Context: an optimization exercise on an open-source flow, tuned for small area and a short achievable clock period. The choices shown serve that exercise and are no tape-out recipe. The RTL of this run was laid out without a check of its function. Power and IR drop assume default switching activity.

## flow/config.mk

```make
export PLATFORM = sky130hd
export DESIGN_NAME = lab4
export DESIGN_NICKNAME = lab4
export VERILOG_FILES = /design/flow/design.v
export SDC_FILE = /design/flow/constraint.sdc
export NUM_CORES = 4
export LEC_CHECK = 0
export CAP_MARGIN = 20
export CORE_MARGIN = 2
export CORE_UTILIZATION = 40
export SLEW_MARGIN = 20
```

## flow/constraint.sdc

```tcl
create_clock -name core_clock -period 13.0 [get_ports {clk}]
set_input_delay 2.6000 -clock core_clock [delete_from_list [all_inputs] [get_ports {clk}]]
set_output_delay 2.6000 -clock core_clock [all_outputs]
set_load 0.01 [all_outputs]
```

## flow/design.v

```verilog
module lab4(Dout, Din, clk, reset);
output  [17:0]  Dout;
input   [7:0]   Din;
input           clk, reset;
reg [7:0] r0, r1, r2, r3, r4, r5, r6, r7, r8, r9, r10;
reg [16:0] s;
wire pas1 = r1[0] ^ r7[0];
wire pac2 = r1[0] & r7[0];
wire pas3 = r1[1] ^ r7[1] ^ pac2;
wire pac4 = (r1[1] & r7[1]) | (pac2 & (r1[1] ^ r7[1]));
wire pas5 = r1[2] ^ r7[2] ^ pac4;
wire pac6 = (r1[2] & r7[2]) | (pac4 & (r1[2] ^ r7[2]));
wire pas7 = r1[3] ^ r7[3] ^ pac6;
wire pac8 = (r1[3] & r7[3]) | (pac6 & (r1[3] ^ r7[3]));
wire pas9 = r1[4] ^ r7[4] ^ pac8;
wire pac10 = (r1[4] & r7[4]) | (pac8 & (r1[4] ^ r7[4]));
wire pas11 = r1[5] ^ r7[5] ^ pac10;
wire pac12 = (r1[5] & r7[5]) | (pac10 & (r1[5] ^ r7[5]));
wire pas13 = r1[6] ^ r7[6] ^ pac12;
wire pac14 = (r1[6] & r7[6]) | (pac12 & (r1[6] ^ r7[6]));
wire pas15 = r1[7] ^ r7[7] ^ pac14;
wire pac16 = (r1[7] & r7[7]) | (pac14 & (r1[7] ^ r7[7]));
wire n17 = ~pas1;
wire n18 = ~pas3;
wire n19 = ~pas5;
wire n20 = ~pas7;
wire n21 = ~pas9;
wire n22 = ~pas11;
wire n23 = ~pas13;
wire n24 = ~pas15;
wire n25 = ~pac16;
wire pbs26 = r2[0] ^ r6[0];
wire pbc27 = r2[0] & r6[0];
wire pbs28 = r2[1] ^ r6[1] ^ pbc27;
wire pbc29 = (r2[1] & r6[1]) | (pbc27 & (r2[1] ^ r6[1]));
wire pbs30 = r2[2] ^ r6[2] ^ pbc29;
wire pbc31 = (r2[2] & r6[2]) | (pbc29 & (r2[2] ^ r6[2]));
wire pbs32 = r2[3] ^ r6[3] ^ pbc31;
wire pbc33 = (r2[3] & r6[3]) | (pbc31 & (r2[3] ^ r6[3]));
wire pbs34 = r2[4] ^ r6[4] ^ pbc33;
wire pbc35 = (r2[4] & r6[4]) | (pbc33 & (r2[4] ^ r6[4]));
wire pbs36 = r2[5] ^ r6[5] ^ pbc35;
wire pbc37 = (r2[5] & r6[5]) | (pbc35 & (r2[5] ^ r6[5]));
wire pbs38 = r2[6] ^ r6[6] ^ pbc37;
wire pbc39 = (r2[6] & r6[6]) | (pbc37 & (r2[6] ^ r6[6]));
wire pbs40 = r2[7] ^ r6[7] ^ pbc39;
wire pbc41 = (r2[7] & r6[7]) | (pbc39 & (r2[7] ^ r6[7]));
wire pcs42 = r3[0] ^ r5[0];
wire pcc43 = r3[0] & r5[0];
wire pcs44 = r3[1] ^ r5[1] ^ pcc43;
wire pcc45 = (r3[1] & r5[1]) | (pcc43 & (r3[1] ^ r5[1]));
wire pcs46 = r3[2] ^ r5[2] ^ pcc45;
wire pcc47 = (r3[2] & r5[2]) | (pcc45 & (r3[2] ^ r5[2]));
wire pcs48 = r3[3] ^ r5[3] ^ pcc47;
wire pcc49 = (r3[3] & r5[3]) | (pcc47 & (r3[3] ^ r5[3]));
wire pcs50 = r3[4] ^ r5[4] ^ pcc49;
wire pcc51 = (r3[4] & r5[4]) | (pcc49 & (r3[4] ^ r5[4]));
wire pcs52 = r3[5] ^ r5[5] ^ pcc51;
wire pcc53 = (r3[5] & r5[5]) | (pcc51 & (r3[5] ^ r5[5]));
wire pcs54 = r3[6] ^ r5[6] ^ pcc53;
wire pcc55 = (r3[6] & r5[6]) | (pcc53 & (r3[6] ^ r5[6]));
wire pcs56 = r3[7] ^ r5[7] ^ pcc55;
wire pcc57 = (r3[7] & r5[7]) | (pcc55 & (r3[7] ^ r5[7]));
wire n58 = ~pcs42;
wire n59 = ~pcs44;
wire n60 = ~pcs46;
wire n61 = ~pcs48;
wire n62 = ~pcs50;
wire n63 = ~pcs52;
wire n64 = ~pcs54;
wire n65 = ~pcs56;
wire n66 = ~pcc57;
wire n67 = ~r10[0];
wire n68 = ~r10[1];
wire n69 = ~r10[2];
wire n70 = ~r10[3];
wire n71 = ~r10[4];
wire n72 = ~r10[5];
wire n73 = ~r10[6];
wire n74 = ~r10[7];
wire ts75 = r4[0] ^ r9[0] ^ n67;
wire tc76 = (r4[0] & r9[0]) | (n67 & (r4[0] ^ r9[0]));
wire ts77 = pcs42 ^ ts75 ^ Din[0];
wire tc78 = (pcs42 & ts75) | (Din[0] & (pcs42 ^ ts75));
wire ts79 = r4[1] ^ r9[1] ^ n68;
wire tc80 = (r4[1] & r9[1]) | (n68 & (r4[1] ^ r9[1]));
wire ts81 = n17 ^ tc76 ^ ts79;
wire tc82 = (n17 & tc76) | (ts79 & (n17 ^ tc76));
wire ts83 = pcs44 ^ ts81 ^ Din[1];
wire tc84 = (pcs44 & ts81) | (Din[1] & (pcs44 ^ ts81));
wire ts85 = r4[2] ^ r9[2] ^ n69;
wire tc86 = (r4[2] & r9[2]) | (n69 & (r4[2] ^ r9[2]));
wire ts87 = pbs26 ^ n58 ^ tc80;
wire tc88 = (pbs26 & n58) | (tc80 & (pbs26 ^ n58));
wire ts89 = ts85 ^ n18 ^ tc82;
wire tc90 = (ts85 & n18) | (tc82 & (ts85 ^ n18));
wire ts91 = ts87 ^ pcs46 ^ ts89;
wire tc92 = (ts87 & pcs46) | (ts89 & (ts87 ^ pcs46));
wire ts93 = ts91 ^ Din[2] ^ tc84;
wire tc94 = (ts91 & Din[2]) | (tc84 & (ts91 ^ Din[2]));
wire ts95 = ~(r4[0] ^ r4[3]);
wire tc96 = r4[0] | r4[3];
wire ts97 = r9[3] ^ r10[0] ^ n70;
wire tc98 = (r9[3] & r10[0]) | (n70 & (r9[3] ^ r10[0]));
wire ts99 = ts95 ^ tc86 ^ ts97;
wire tc100 = (ts95 & tc86) | (ts97 & (ts95 ^ tc86));
wire ts101 = pbs28 ^ n59 ^ tc88;
wire tc102 = (pbs28 & n59) | (tc88 & (pbs28 ^ n59));
wire ts103 = ts99 ^ n19 ^ tc90;
wire tc104 = (ts99 & n19) | (tc90 & (ts99 ^ n19));
wire ts105 = ts101 ^ pcs48 ^ ts103;
wire tc106 = (ts101 & pcs48) | (ts103 & (ts101 ^ pcs48));
wire ts107 = tc92 ^ ts105 ^ Din[3];
wire tc108 = (tc92 & ts105) | (Din[3] & (tc92 ^ ts105));
wire ts109 = r4[1] ^ r4[4] ^ r9[0];
wire tc110 = (r4[1] & r4[4]) | (r9[0] & (r4[1] ^ r4[4]));
wire ts111 = r9[4] ^ r10[1] ^ n71;
wire tc112 = (r9[4] & r10[1]) | (n71 & (r9[4] ^ r10[1]));
wire ts113 = tc96 ^ pas1 ^ pbs26;
wire tc114 = (tc96 & pas1) | (pbs26 & (tc96 ^ pas1));
wire ts115 = tc98 ^ ts109 ^ ts111;
wire tc116 = (tc98 & ts109) | (ts111 & (tc98 ^ ts109));
wire ts117 = ts113 ^ tc100 ^ ts115;
wire tc118 = (ts113 & tc100) | (ts115 & (ts113 ^ tc100));
wire ts119 = pbs30 ^ n60 ^ tc102;
wire tc120 = (pbs30 & n60) | (tc102 & (pbs30 ^ n60));
wire ts121 = ts117 ^ n20 ^ ts119;
wire tc122 = (ts117 & n20) | (ts119 & (ts117 ^ n20));
wire ts123 = tc104 ^ pcs50 ^ tc106;
wire tc124 = (tc104 & pcs50) | (tc106 & (tc104 ^ pcs50));
wire ts125 = ts121 ^ Din[4] ^ Din[0];
wire tc126 = (ts121 & Din[4]) | (Din[0] & (ts121 ^ Din[4]));
wire ts127 = ts123 ^ tc108 ^ ts125;
wire tc128 = (ts123 & tc108) | (ts125 & (ts123 ^ tc108));
wire ts129 = r0[0] ^ r8[0] ^ r4[2];
wire tc130 = (r0[0] & r8[0]) | (r4[2] & (r0[0] ^ r8[0]));
wire ts131 = r4[5] ^ r9[1] ^ r9[5];
wire tc132 = (r4[5] & r9[1]) | (r9[5] & (r4[5] ^ r9[1]));
wire ts133 = r10[2] ^ n72 ^ pas1;
wire tc134 = (r10[2] & n72) | (pas1 & (r10[2] ^ n72));
wire ts135 = pbs26 ^ tc110 ^ tc112;
wire tc136 = (pbs26 & tc110) | (tc112 & (pbs26 ^ tc110));
wire ts137 = ts129 ^ ts131 ^ pas3;
wire tc138 = (ts129 & ts131) | (pas3 & (ts129 ^ ts131));
wire ts139 = pbs28 ^ tc114 ^ ts133;
wire tc140 = (pbs28 & tc114) | (ts133 & (pbs28 ^ tc114));
wire ts141 = tc116 ^ ts135 ^ ts137;
wire tc142 = (tc116 & ts135) | (ts137 & (tc116 ^ ts135));
wire ts143 = ts139 ^ tc118 ^ pbs32;
wire tc144 = (ts139 & tc118) | (pbs32 & (ts139 ^ tc118));
wire ts145 = n61 ^ ts141 ^ tc120;
wire tc146 = (n61 & ts141) | (tc120 & (n61 ^ ts141));
wire ts147 = n21 ^ ts143 ^ tc122;
wire tc148 = (n21 & ts143) | (tc122 & (n21 ^ ts143));
wire ts149 = ts145 ^ pcs52 ^ Din[5];
wire tc150 = (ts145 & pcs52) | (Din[5] & (ts145 ^ pcs52));
wire ts151 = Din[1] ^ tc124 ^ ts147;
wire tc152 = (Din[1] & tc124) | (ts147 & (Din[1] ^ tc124));
wire ts153 = tc126 ^ ts149 ^ ts151;
wire tc154 = (tc126 & ts149) | (ts151 & (tc126 ^ ts149));
wire ts155 = r0[1] ^ r8[1] ^ r4[0];
wire tc156 = (r0[1] & r8[1]) | (r4[0] & (r0[1] ^ r8[1]));
wire ts157 = r4[3] ^ r4[6] ^ r9[2];
wire tc158 = (r4[3] & r4[6]) | (r9[2] & (r4[3] ^ r4[6]));
wire ts159 = r9[6] ^ r10[3] ^ n73;
wire tc160 = (r9[6] & r10[3]) | (n73 & (r9[6] ^ r10[3]));
wire ts161 = pcs42 ^ tc130 ^ tc132;
wire tc162 = (pcs42 & tc130) | (tc132 & (pcs42 ^ tc130));
wire ts163 = ts155 ^ ts157 ^ ts159;
wire tc164 = (ts155 & ts157) | (ts159 & (ts155 ^ ts157));
wire ts165 = pas3 ^ pbs28 ^ tc134;
wire tc166 = (pas3 & pbs28) | (tc134 & (pas3 ^ pbs28));
wire ts167 = tc136 ^ ts161 ^ ts163;
wire tc168 = (tc136 & ts161) | (ts163 & (tc136 ^ ts161));
wire ts169 = tc138 ^ pas5 ^ pbs30;
wire tc170 = (tc138 & pas5) | (pbs30 & (tc138 ^ pas5));
wire ts171 = tc140 ^ ts165 ^ ts167;
wire tc172 = (tc140 & ts165) | (ts167 & (tc140 ^ ts165));
wire ts173 = tc142 ^ ts169 ^ pbs34;
wire tc174 = (tc142 & ts169) | (pbs34 & (tc142 ^ ts169));
wire ts175 = tc144 ^ n62 ^ ts171;
wire tc176 = (tc144 & n62) | (ts171 & (tc144 ^ n62));
wire ts177 = tc146 ^ Din[6] ^ Din[2];
wire tc178 = (tc146 & Din[6]) | (Din[2] & (tc146 ^ Din[6]));
wire ts179 = n22 ^ ts173 ^ ts175;
wire tc180 = (n22 & ts173) | (ts175 & (n22 ^ ts173));
wire ts181 = tc148 ^ pcs54 ^ tc150;
wire tc182 = (tc148 & pcs54) | (tc150 & (tc148 ^ pcs54));
wire ts183 = ts177 ^ ts179 ^ tc152;
wire tc184 = (ts177 & ts179) | (tc152 & (ts177 ^ ts179));
wire ts185 = ts181 ^ tc154 ^ ts183;
wire tc186 = (ts181 & tc154) | (ts183 & (ts181 ^ tc154));
wire ts187 = r0[2] ^ r8[2] ^ r4[1];
wire tc188 = (r0[2] & r8[2]) | (r4[1] & (r0[2] ^ r8[2]));
wire ts189 = r4[4] ^ r4[7] ^ r9[3];
wire tc190 = (r4[4] & r4[7]) | (r9[3] & (r4[4] ^ r4[7]));
wire ts191 = r9[7] ^ r10[4] ^ n74;
wire tc192 = (r9[7] & r10[4]) | (n74 & (r9[7] ^ r10[4]));
wire ts193 = tc156 ^ tc158 ^ tc160;
wire tc194 = (tc156 & tc158) | (tc160 & (tc156 ^ tc158));
wire ts195 = ts187 ^ ts189 ^ ts191;
wire tc196 = (ts187 & ts189) | (ts191 & (ts187 ^ ts189));
wire ts197 = pcs44 ^ tc162 ^ tc164;
wire tc198 = (pcs44 & tc162) | (tc164 & (pcs44 ^ tc162));
wire ts199 = ts193 ^ ts195 ^ tc166;
wire tc200 = (ts193 & ts195) | (tc166 & (ts193 ^ ts195));
wire ts201 = pas5 ^ pbs30 ^ tc168;
wire tc202 = (pas5 & pbs30) | (tc168 & (pas5 ^ pbs30));
wire ts203 = ts197 ^ pas7 ^ pbs32;
wire tc204 = (ts197 & pas7) | (pbs32 & (ts197 ^ pas7));
wire ts205 = tc170 ^ ts199 ^ tc172;
wire tc206 = (tc170 & ts199) | (tc172 & (tc170 ^ ts199));
wire ts207 = ts201 ^ ts203 ^ tc174;
wire tc208 = (ts201 & ts203) | (tc174 & (ts201 ^ ts203));
wire ts209 = pbs36 ^ Din[7] ^ Din[3];
wire tc210 = (pbs36 & Din[7]) | (Din[3] & (pbs36 ^ Din[7]));
wire ts211 = n63 ^ tc176 ^ ts205;
wire tc212 = (n63 & tc176) | (ts205 & (n63 ^ tc176));
wire ts213 = tc178 ^ n23 ^ ts207;
wire tc214 = (tc178 & n23) | (ts207 & (tc178 ^ n23));
wire ts215 = ts209 ^ tc180 ^ ts211;
wire tc216 = (ts209 & tc180) | (ts211 & (ts209 ^ tc180));
wire ts217 = pcs56 ^ tc182 ^ ts213;
wire tc218 = (pcs56 & tc182) | (ts213 & (pcs56 ^ tc182));
wire ts219 = ts215 ^ tc184 ^ ts217;
wire tc220 = (ts215 & tc184) | (ts217 & (ts215 ^ tc184));
wire ts221 = r0[3] ^ r8[3] ^ r4[2];
wire tc222 = (r0[3] & r8[3]) | (r4[2] & (r0[3] ^ r8[3]));
wire ts223 = r4[5] ^ r9[4] ^ r10[5];
wire tc224 = (r4[5] & r9[4]) | (r10[5] & (r4[5] ^ r9[4]));
wire ts225 = tc188 ^ tc190 ^ tc192;
wire tc226 = (tc188 & tc190) | (tc192 & (tc188 ^ tc190));
wire ts227 = ts221 ^ ts223 ^ tc194;
wire tc228 = (ts221 & ts223) | (tc194 & (ts221 ^ ts223));
wire ts229 = tc196 ^ ts225 ^ pcs46;
wire tc230 = (tc196 & ts225) | (pcs46 & (tc196 ^ ts225));
wire ts231 = tc198 ^ ts227 ^ pas7;
wire tc232 = (tc198 & ts227) | (pas7 & (tc198 ^ ts227));
wire ts233 = pbs32 ^ tc200 ^ ts229;
wire tc234 = (pbs32 & tc200) | (ts229 & (pbs32 ^ tc200));
wire ts235 = tc202 ^ pas9 ^ pbs34;
wire tc236 = (tc202 & pas9) | (pbs34 & (tc202 ^ pas9));
wire ts237 = tc204 ^ ts231 ^ ts233;
wire tc238 = (tc204 & ts231) | (ts233 & (tc204 ^ ts231));
wire ts239 = tc206 ^ Din[4] ^ ts235;
wire tc240 = (tc206 & Din[4]) | (ts235 & (tc206 ^ Din[4]));
wire ts241 = ts237 ^ tc208 ^ pbs38;
wire tc242 = (ts237 & tc208) | (pbs38 & (ts237 ^ tc208));
wire ts243 = tc210 ^ n64 ^ tc212;
wire tc244 = (tc210 & n64) | (tc212 & (tc210 ^ n64));
wire ts245 = ts239 ^ pcc57 ^ n24;
wire tc246 = (ts239 & pcc57) | (n24 & (ts239 ^ pcc57));
wire ts247 = tc214 ^ ts241 ^ tc216;
wire tc248 = (tc214 & ts241) | (tc216 & (tc214 ^ ts241));
wire ts249 = ts243 ^ ts245 ^ tc218;
wire tc250 = (ts243 & ts245) | (tc218 & (ts243 ^ ts245));
wire ts251 = ts247 ^ tc220 ^ ts249;
wire tc252 = (ts247 & tc220) | (ts249 & (ts247 ^ tc220));
wire ts253 = ~(r0[4] ^ r8[4]);
wire tc254 = r0[4] | r8[4];
wire ts255 = r4[3] ^ r4[6] ^ r9[5];
wire tc256 = (r4[3] & r4[6]) | (r9[5] & (r4[3] ^ r4[6]));
wire ts257 = r10[6] ^ ts253 ^ tc222;
wire tc258 = (r10[6] & ts253) | (tc222 & (r10[6] ^ ts253));
wire ts259 = tc224 ^ ts255 ^ tc226;
wire tc260 = (tc224 & ts255) | (tc226 & (tc224 ^ ts255));
wire ts261 = ts257 ^ tc228 ^ ts259;
wire tc262 = (ts257 & tc228) | (ts259 & (ts257 ^ tc228));
wire ts263 = pcs48 ^ tc230 ^ ts261;
wire tc264 = (pcs48 & tc230) | (ts261 & (pcs48 ^ tc230));
wire ts265 = pas9 ^ pbs34 ^ tc232;
wire tc266 = (pas9 & pbs34) | (tc232 & (pas9 ^ pbs34));
wire ts267 = tc234 ^ tc236 ^ ts263;
wire tc268 = (tc234 & tc236) | (ts263 & (tc234 ^ tc236));
wire ts269 = pas11 ^ pbs36 ^ Din[5];
wire tc270 = (pas11 & pbs36) | (Din[5] & (pas11 ^ pbs36));
wire ts271 = ts265 ^ tc238 ^ tc240;
wire tc272 = (ts265 & tc238) | (tc240 & (ts265 ^ tc238));
wire ts273 = ts267 ^ ts269 ^ n25;
wire tc274 = (ts267 & ts269) | (n25 & (ts267 ^ ts269));
wire ts275 = pbs40 ^ tc242 ^ n65;
wire tc276 = (pbs40 & tc242) | (n65 & (pbs40 ^ tc242));
wire ts277 = tc244 ^ ts271 ^ tc246;
wire tc278 = (tc244 & ts271) | (tc246 & (tc244 ^ ts271));
wire ts279 = ts273 ^ ts275 ^ tc248;
wire tc280 = (ts273 & ts275) | (tc248 & (ts273 ^ ts275));
wire ts281 = ts277 ^ tc250 ^ ts279;
wire tc282 = (ts277 & tc250) | (ts279 & (ts277 ^ tc250));
wire ts283 = r0[5] ^ r8[5] ^ r4[4];
wire tc284 = (r0[5] & r8[5]) | (r4[4] & (r0[5] ^ r8[5]));
wire ts285 = r4[7] ^ r9[6] ^ r10[7];
wire tc286 = (r4[7] & r9[6]) | (r10[7] & (r4[7] ^ r9[6]));
wire ts287 = tc254 ^ tc256 ^ ts283;
wire tc288 = (tc254 & tc256) | (ts283 & (tc254 ^ tc256));
wire ts289 = ts285 ^ tc258 ^ ts287;
wire tc290 = (ts285 & tc258) | (ts287 & (ts285 ^ tc258));
wire ts291 = tc260 ^ ts289 ^ tc262;
wire tc292 = (tc260 & ts289) | (tc262 & (tc260 ^ ts289));
wire ts293 = pcs50 ^ tc264 ^ ts291;
wire tc294 = (pcs50 & tc264) | (ts291 & (pcs50 ^ tc264));
wire ts295 = tc266 ^ pas11 ^ pbs36;
wire tc296 = (tc266 & pas11) | (pbs36 & (tc266 ^ pas11));
wire ts297 = Din[6] ^ tc268 ^ pas13;
wire tc298 = (Din[6] & tc268) | (pas13 & (Din[6] ^ tc268));
wire ts299 = pbs38 ^ tc270 ^ ts293;
wire tc300 = (pbs38 & tc270) | (ts293 & (pbs38 ^ tc270));
wire ts301 = ts295 ^ pbc41 ^ n66;
wire tc302 = (ts295 & pbc41) | (n66 & (ts295 ^ pbc41));
wire ts303 = tc272 ^ ts297 ^ ts299;
wire tc304 = (tc272 & ts297) | (ts299 & (tc272 ^ ts297));
wire ts305 = tc274 ^ tc276 ^ ts301;
wire tc306 = (tc274 & tc276) | (ts301 & (tc274 ^ tc276));
wire ts307 = ts303 ^ tc278 ^ ts305;
wire tc308 = (ts303 & tc278) | (ts305 & (ts303 ^ tc278));
wire ts309 = tc280 ^ ts307 ^ tc282;
wire tc310 = (tc280 & ts307) | (tc282 & (tc280 ^ ts307));
wire ts311 = r0[6] ^ r8[6] ^ r4[5];
wire tc312 = (r0[6] & r8[6]) | (r4[5] & (r0[6] ^ r8[6]));
wire ts313 = r9[7] ^ tc284 ^ tc286;
wire tc314 = (r9[7] & tc284) | (tc286 & (r9[7] ^ tc284));
wire ts315 = ts311 ^ tc288 ^ ts313;
wire tc316 = (ts311 & tc288) | (ts313 & (ts311 ^ tc288));
wire ts317 = tc290 ^ ts315 ^ tc292;
wire tc318 = (tc290 & ts315) | (tc292 & (tc290 ^ ts315));
wire ts319 = pcs52 ^ Din[7] ^ tc294;
wire tc320 = (pcs52 & Din[7]) | (tc294 & (pcs52 ^ Din[7]));
wire ts321 = ts317 ^ pas13 ^ pbs38;
wire tc322 = (ts317 & pas13) | (pbs38 & (ts317 ^ pas13));
wire ts323 = tc296 ^ pas15 ^ pbs40;
wire tc324 = (tc296 & pas15) | (pbs40 & (tc296 ^ pas15));
wire ts325 = tc298 ^ tc300 ^ ts319;
wire tc326 = (tc298 & tc300) | (ts319 & (tc298 ^ tc300));
wire ts327 = ts321 ^ tc302 ^ ts323;
wire tc328 = (ts321 & tc302) | (ts323 & (ts321 ^ tc302));
wire ts329 = ts325 ^ tc304 ^ tc306;
wire tc330 = (ts325 & tc304) | (tc306 & (ts325 ^ tc304));
wire ts331 = ts327 ^ tc308 ^ ts329;
wire tc332 = (ts327 & tc308) | (ts329 & (ts327 ^ tc308));
wire ts333 = ~(r0[7] ^ r8[7]);
wire tc334 = r0[7] | r8[7];
wire ts335 = r4[6] ^ ts333 ^ tc312;
wire tc336 = (r4[6] & ts333) | (tc312 & (r4[6] ^ ts333));
wire ts337 = tc314 ^ ts335 ^ tc316;
wire tc338 = (tc314 & ts335) | (tc316 & (tc314 ^ ts335));
wire ts339 = ts337 ^ tc318 ^ pcs54;
wire tc340 = (ts337 & tc318) | (pcs54 & (ts337 ^ tc318));
wire ts341 = pac16 ^ pbc41 ^ tc320;
wire tc342 = (pac16 & pbc41) | (tc320 & (pac16 ^ pbc41));
wire ts343 = pas15 ^ pbs40 ^ tc322;
wire tc344 = (pas15 & pbs40) | (tc322 & (pas15 ^ pbs40));
wire ts345 = ts339 ^ ts341 ^ tc324;
wire tc346 = (ts339 & ts341) | (tc324 & (ts339 ^ ts341));
wire ts347 = tc326 ^ ts343 ^ tc328;
wire tc348 = (tc326 & ts343) | (tc328 & (tc326 ^ ts343));
wire ts349 = ts345 ^ tc330 ^ ts347;
wire tc350 = (ts345 & tc330) | (ts347 & (ts345 ^ tc330));
wire ts351 = ~(r4[7] ^ tc334);
wire tc352 = r4[7] | tc334;
wire ts353 = ts351 ^ tc336 ^ tc338;
wire tc354 = (ts351 & tc336) | (tc338 & (ts351 ^ tc336));
wire ts355 = ts353 ^ pac16 ^ pbc41;
wire tc356 = (ts353 & pac16) | (pbc41 & (ts353 ^ pac16));
wire ts357 = pcs56 ^ tc340 ^ tc342;
wire tc358 = (pcs56 & tc340) | (tc342 & (pcs56 ^ tc340));
wire ts359 = ts355 ^ tc344 ^ tc346;
wire tc360 = (ts355 & tc344) | (tc346 & (ts355 ^ tc344));
wire ts361 = ts357 ^ tc348 ^ ts359;
wire tc362 = (ts357 & tc348) | (ts359 & (ts357 ^ tc348));
wire ts363 = ~(tc352 ^ tc354);
wire tc364 = tc352 | tc354;
wire ts365 = ts363 ^ pcc57 ^ tc356;
wire tc366 = (ts363 & pcc57) | (tc356 & (ts363 ^ pcc57));
wire ts367 = tc358 ^ ts365 ^ tc360;
wire tc368 = (tc358 & ts365) | (tc360 & (tc358 ^ ts365));
wire ts369 = ~(tc364 ^ tc366);
wire tc370 = tc364 | tc366;
wire n371 = ~tc370;
wire [16:0] s_next = {n371, tc368, tc362, tc350, tc332, tc310, ts309, tc252, ts251, tc186, ts185, tc128, ts127, tc94, ts93, tc78, ts77} + {1'b0, ts369, ts367, ts361, ts349, ts331, 1'b0, ts281, 1'b0, ts219, 1'b0, ts153, 1'b0, ts107, 1'b0, ts83, 1'b0};
always @(posedge clk) begin
    if (!reset) begin
        r0 <= 0; r1 <= 0; r2 <= 0; r3 <= 0; r4 <= 0; r5 <= 0;
        r6 <= 0; r7 <= 0; r8 <= 0; r9 <= 0; r10 <= 0;
        s  <= 17'd130817;
    end else begin
        r0 <= Din; r1 <= r0; r2 <= r1; r3 <= r2; r4 <= r3; r5 <= r4;
        r6 <= r5; r7 <= r6; r8 <= r7; r9 <= r8; r10 <= r9;
        s  <= s_next;
    end
end
wire n372 = ~Din[0];
wire n373 = ~Din[1];
wire n374 = ~Din[2];
wire n375 = ~Din[3];
wire n376 = ~Din[4];
wire n377 = ~Din[5];
wire n378 = ~Din[6];
wire n379 = ~Din[7];
wire os380 = s[3] ^ Din[0] ^ n375;
wire oc381 = (s[3] & Din[0]) | (n375 & (s[3] ^ Din[0]));
wire os382 = s[4] ^ Din[1] ^ n376;
wire oc383 = (s[4] & Din[1]) | (n376 & (s[4] ^ Din[1]));
wire os384 = s[5] ^ Din[2] ^ n377;
wire oc385 = (s[5] & Din[2]) | (n377 & (s[5] ^ Din[2]));
wire os386 = s[6] ^ Din[3] ^ n378;
wire oc387 = (s[6] & Din[3]) | (n378 & (s[6] ^ Din[3]));
wire os388 = s[7] ^ Din[4] ^ n379;
wire oc389 = (s[7] & Din[4]) | (n379 & (s[7] ^ Din[4]));
wire os390 = s[8] ^ Din[5] ^ oc389;
wire oc391 = (s[8] & Din[5]) | (oc389 & (s[8] ^ Din[5]));
wire os392 = s[9] ^ Din[6] ^ oc391;
wire oc393 = (s[9] & Din[6]) | (oc391 & (s[9] ^ Din[6]));
wire os394 = s[10] ^ Din[7] ^ oc393;
wire oc395 = (s[10] & Din[7]) | (oc393 & (s[10] ^ Din[7]));
wire [11:0] lo = {oc395, os394, os392, os390, oc387, oc385, oc383, oc381, os380, s[2], s[1], s[0]} + {1'b0, 1'b0, 1'b0, 1'b0, os388, os386, os384, os382, 1'b0, n374, n373, n372};
wire [5:0] hi0 = s[16:11];
wire [5:0] hi1 = s[16:11] + 6'd1;
assign Dout = {1'b0, lo[11] ? hi1 : hi0, lo[10:0]};
endmodule
```

## flow/run.sh

```bash
#!/bin/bash
# synth_recipe.tcl (not shown) runs the flow's synth.tcl, then flattens the netlist and writes it again
# the make line also repeats each setting of config.mk as NAME=value (left out here)
make -C /OpenROAD-flow-scripts/flow DESIGN_CONFIG=/design/flow/config.mk WORK_HOME=/design/flow/orfs CLKGATE_MAP_FILE= SYNTH_SCRIPT=/design/flow/synth_recipe.tcl finish
```

==> summary.txt <==
Outcome
  • Status: timing/DRC/antenna clean

Clock tree
  • Clk sinks: 105
  • Clock-pin slew on the worst setup and hold paths: 0.08 ns
  • CTS tree: yes
  • Setup Buffers After CTS: 0
  • Clock buffer depth: 2
  • Root Buffer: clkbuf_16
  • CTS resizes: 0
  • TritonCTS Buffers: 9
  • Clk Latency, worst-skew pair: 0.36 ns
  • Hold buffers post-CTS: 0
  • Htree depth: 3

Setup path
  • Crit path max-delay family: adder cells
  • WP data arrival: 6.77 ns
  • Crit start category: input pin
  • CP max stage delay: 0.65 ns
  • Worst path required time: 10.40 ns
  • CP Cell Sequence: clkdlybuf4s50_1, inv_1, fa_1, fa_1, fa_1, fa_1, nand3_1, o21a_1, a41oi_4, nand2_2, mux2_4, clkdlybuf4s50_1
  • Critical-path top delay cell: clkdlybuf4s50_1
  • R2R setup slack: 6.00 ns
  • Crit path kind: in -> out
  • Most used cell, CP: fa_1
  • Crit end category: output pin
  • WP buf/inv: 3
  • Critical Path Fanout Max: 7

Detailed routing
  • Iter 0 DRT Violations: 197
  • Post-route ant nets: 0
  • Drt drc: 0
  • Drt total wl: 15800 um
  • Drt first pass iters: 4
  • DR vias/cell: 4.48
  • Routed vias: 4824
  • Wire length per cell: 14.7 um

Pwr
  • Worst ir drop on vdd: 0.000118 V
  • Cell Pwr Density: 173 nW/um2
  • Leakage: 4.16 nW

Timing
  • RSZ-0062 raised after global routing: no
  • Count of pins over their slew limit: 0
  • Slew margin rel.: 42.0%
  • Clock skew: 0.0124 ns
  • Endpoints failing setup: 0
  • Final hold violation count: 0
  • Final Cycle Share: 72.1%
  • Period minus WS final: 9.37 ns
  • Fmax: 0.107 GHz
  • Setup TNS: 0 ns
  • WHS: 0.447 ns
  • Slew at the pin with the worst max-slew slack: 0.871 ns

Global route
  • First-pass GRT wire length: 26200 um
  • GRT met3 Usage: 2.35%
  • Met1 GRT Util: 21.4%
  • Vias in the first global route: 5197
  • GRT busiest layer: met2
  • Grt ovf: 0
  • Gr usage total: 15.8%
  • Largest net degree at the start of global routing: 108
  • Initial antenna violation count: 0
  • Met2 Usage GRT: 26.6%

Floorplan
  • Chip width: 148 um
  • Die area: 21900 um2
  • I/O pins: 28
  • Initial core utilization: 40.8%
  • Overall die height: 148 um
  • Standard-cell rows: 52
  • Core ar.: 20300 um2

Yosys
  • Largest family of logic cells by synthesized area: adder cells
  • Sequential area share after synthesis: 25.4%
  • Async S/R FF share, synth: 0%
  • Post-synthesis mux area share: 0.453%
  • Post-synthesis simple-gate area fraction: 11.1%
  • #FFs+latches synth: 105
  • Synth Area in Compound Gates: 4.52%
  • Syn Inst Count: 775
  • Mean Syn Cell Area: 10.7 um2
  • Synth cell types: 47
  • Adder-cell area share of the yosys netlist: 45.8%
  • Syn Nets: 985
  • XOR/XNOR Fraction of Synth Area: 1.80%
  • Yosys warns: 1
  • Post-Syn Area: 8280 um2
  • Number of synthesized flops with an enable pin: 0
  • Top FF cell, synth: dfxtp_1

Cells and area
  • Area of the multi-input gates: 5280 um2
  • Layout area overhead: 10.2%
  • Final Instance Area: 9120 um2
  • Final nets: 1011
  • Filler cells: 1945
  • ANT cells: 0
  • Share of cells above drive strength 1: 3.35%
  • Reg area: 2100 um2

Place
  • DP HPWL: 13400 um
  • I/O Buffers: 26
  • Global placer's final weighted congestion: 0.844
  • DP Area: 8830 um2

Job
  • Maxcap violations: 0

Min path
  • Hold crit path type: reg -> reg
[metrics by stage]
step	worst slack (ns)	power, mW	util (%)	instances
detailed placement	3.62	1.32	43.5	1060
global route	3.44	1.73	44.9	1076
CTS	3.62	1.60	44.9	1076
finish	3.63	1.58	44.9	1076
floorplan	5.06	1.06	-	775
global placement	3.69	1.31	43.5	1060
[worst paths after layout]
path / start / end / depth (start not counted)
hold reg to reg: r2[2]$_SDFF_PN0_ / r3[2]$_SDFF_PN0_ / 1
hold / removal: r2[2]$_SDFF_PN0_ / r3[2]$_SDFF_PN0_ / 1
setup / recovery: Din[7] / Dout[12] / 12
setup reg to reg: r9[6]$_SDFF_PN0_ / s[13]$_SDFF_PN1_ / 22
[cells by family (layout without fill, tap and decap cells)]
logic type               count (synthesis)  count (layout)
AO/OA/AOI/OAI                           56              56
XOR/XNOR                                17              17
adder cells (fa/ha/maj)                200             200
buffers and inverters                  239             270
flip-flops                             105             105
multiplexers                             3               3
other                                    1               1
AND/OR/NAND/NOR                        154             154
[flip-flops by register name (all words and copies together) (netlist names)]
register and flops:
r3 8, r2 8, r7 8, r8 8
s 17, r5 8, r10 8, r9 8
r4 8, r0 8, r1 8, r6 8
[area by class of cell]
cell class | instances | share of cell area (%)
Inverter | 227 | 9.34
Clock buffer | 9 | 2.47
Tap cell | 270 | 3.70
Multi-Input combinational cell | 431 | 57.9
Clock inverter | 7 | 0.700
Sequential cell | 105 | 23.0
Timing Repair Buffer | 27 | 2.88
[power breakdown]
part           switching (mW)  internal, mW  total, mW  leakage [nW]
Combinational           0.490         0.458      0.948          3.18
Sequential             0.0161         0.349      0.365         0.855
Clock                   0.132         0.133      0.265         0.127
Total                   0.638         0.940       1.58          4.16
[cells in the mapped netlist (2+ instances only)]
cell type / number / area [um2]
a21boi_0: 2 / 15.0
o21a_1: 3 / 22.5
fa_1: 172 / 3440
nor2b_1: 2 / 12.5
and2_1: 95 / 594
a21oi_1: 19 / 95.1
or3_1: 3 / 18.8
mux2_2: 2 / 22.5
o21bai_1: 2 / 15.0
nor3_1: 3 / 15.0
and4b_1: 2 / 20.0
clkbuf_1: 11 / 41.3
xnor2_1: 6 / 52.6
o21ai_0: 9 / 45.0
nand2_1: 19 / 71.3
and3b_1: 2 / 17.5
nor2_1: 5 / 18.8
o311ai_0: 2 / 17.5
dfxtp_1: 105 / 2100
nand3_1: 7 / 35.0
o211ai_1: 4 / 30.0
xor2_1: 11 / 96.3
nand4_1: 2 / 12.5
a31oi_1: 5 / 31.3
and4_1: 3 / 26.3
inv_1: 227 / 852
nand2b_1: 3 / 18.8
a21o_1: 3 / 22.5
ha_1: 28 / 350
[layout by cell type (no fill, tap or decap), types with 2 or more instances in the layout]
cell	instances
o21bai_1	2
ha_1	28
inv_1	227
xor2_1	11
nand2_1	19
dfxtp_1	105
nand4_1	2
mux2_2	2
and3b_1	2
nor2_1	5
clkbuf_16	9
xnor2_1	6
nor2b_1	2
fa_1	172
o21a_1	3
a21o_1	3
o21ai_0	9
a21boi_0	2
and4b_1	2
nor3_1	3
nand2b_1	3
clkinvlp_4	4
clkdlybuf4s50_1	25
o311ai_0	2
a21oi_1	19
or3_1	3
and2_1	95
and4_1	3
o211ai_1	4
nand3_1	7
a31oi_1	5
[routing by layer]
| layer | share of wire [%] | vias up |
|---|---|---|
| li1 | - | 2307 |
| met5 | 0 | - |
| met4 | 1.8 | 0 |
| met3 | 3.9 | 21 |
| met2 | 49 | 75 |
| met1 | 45 | 2421 |

port drivers added, routing unchanged:
No port has a modelled driver above. Below, the same layout with a new extraction and two added sets of constraints.
Step 1 sets driving cells, clkbuf_16 on the clock port and buf_2 on the other inputs (assumed; they add their load-dependent delay and slew).
Step 2, shift: input delay + t, output delay - t, t = (earliest + latest rising clock arrival at the registers) / 2. This alone moves slack from input paths to output paths.
Slacks: ideal / step 1 / step 2; pairs: ideal / step 1.
t, ns: 0.391
setup WS [ns]: 3.626 / 3.602 / 3.602
worst hold slack (ns): 0.447 / 0.447 / 0.447
After both steps this run still meets setup and hold. The setup slack of this run moves by -0.024 ns with the drivers and by -0.024 ns with both steps.
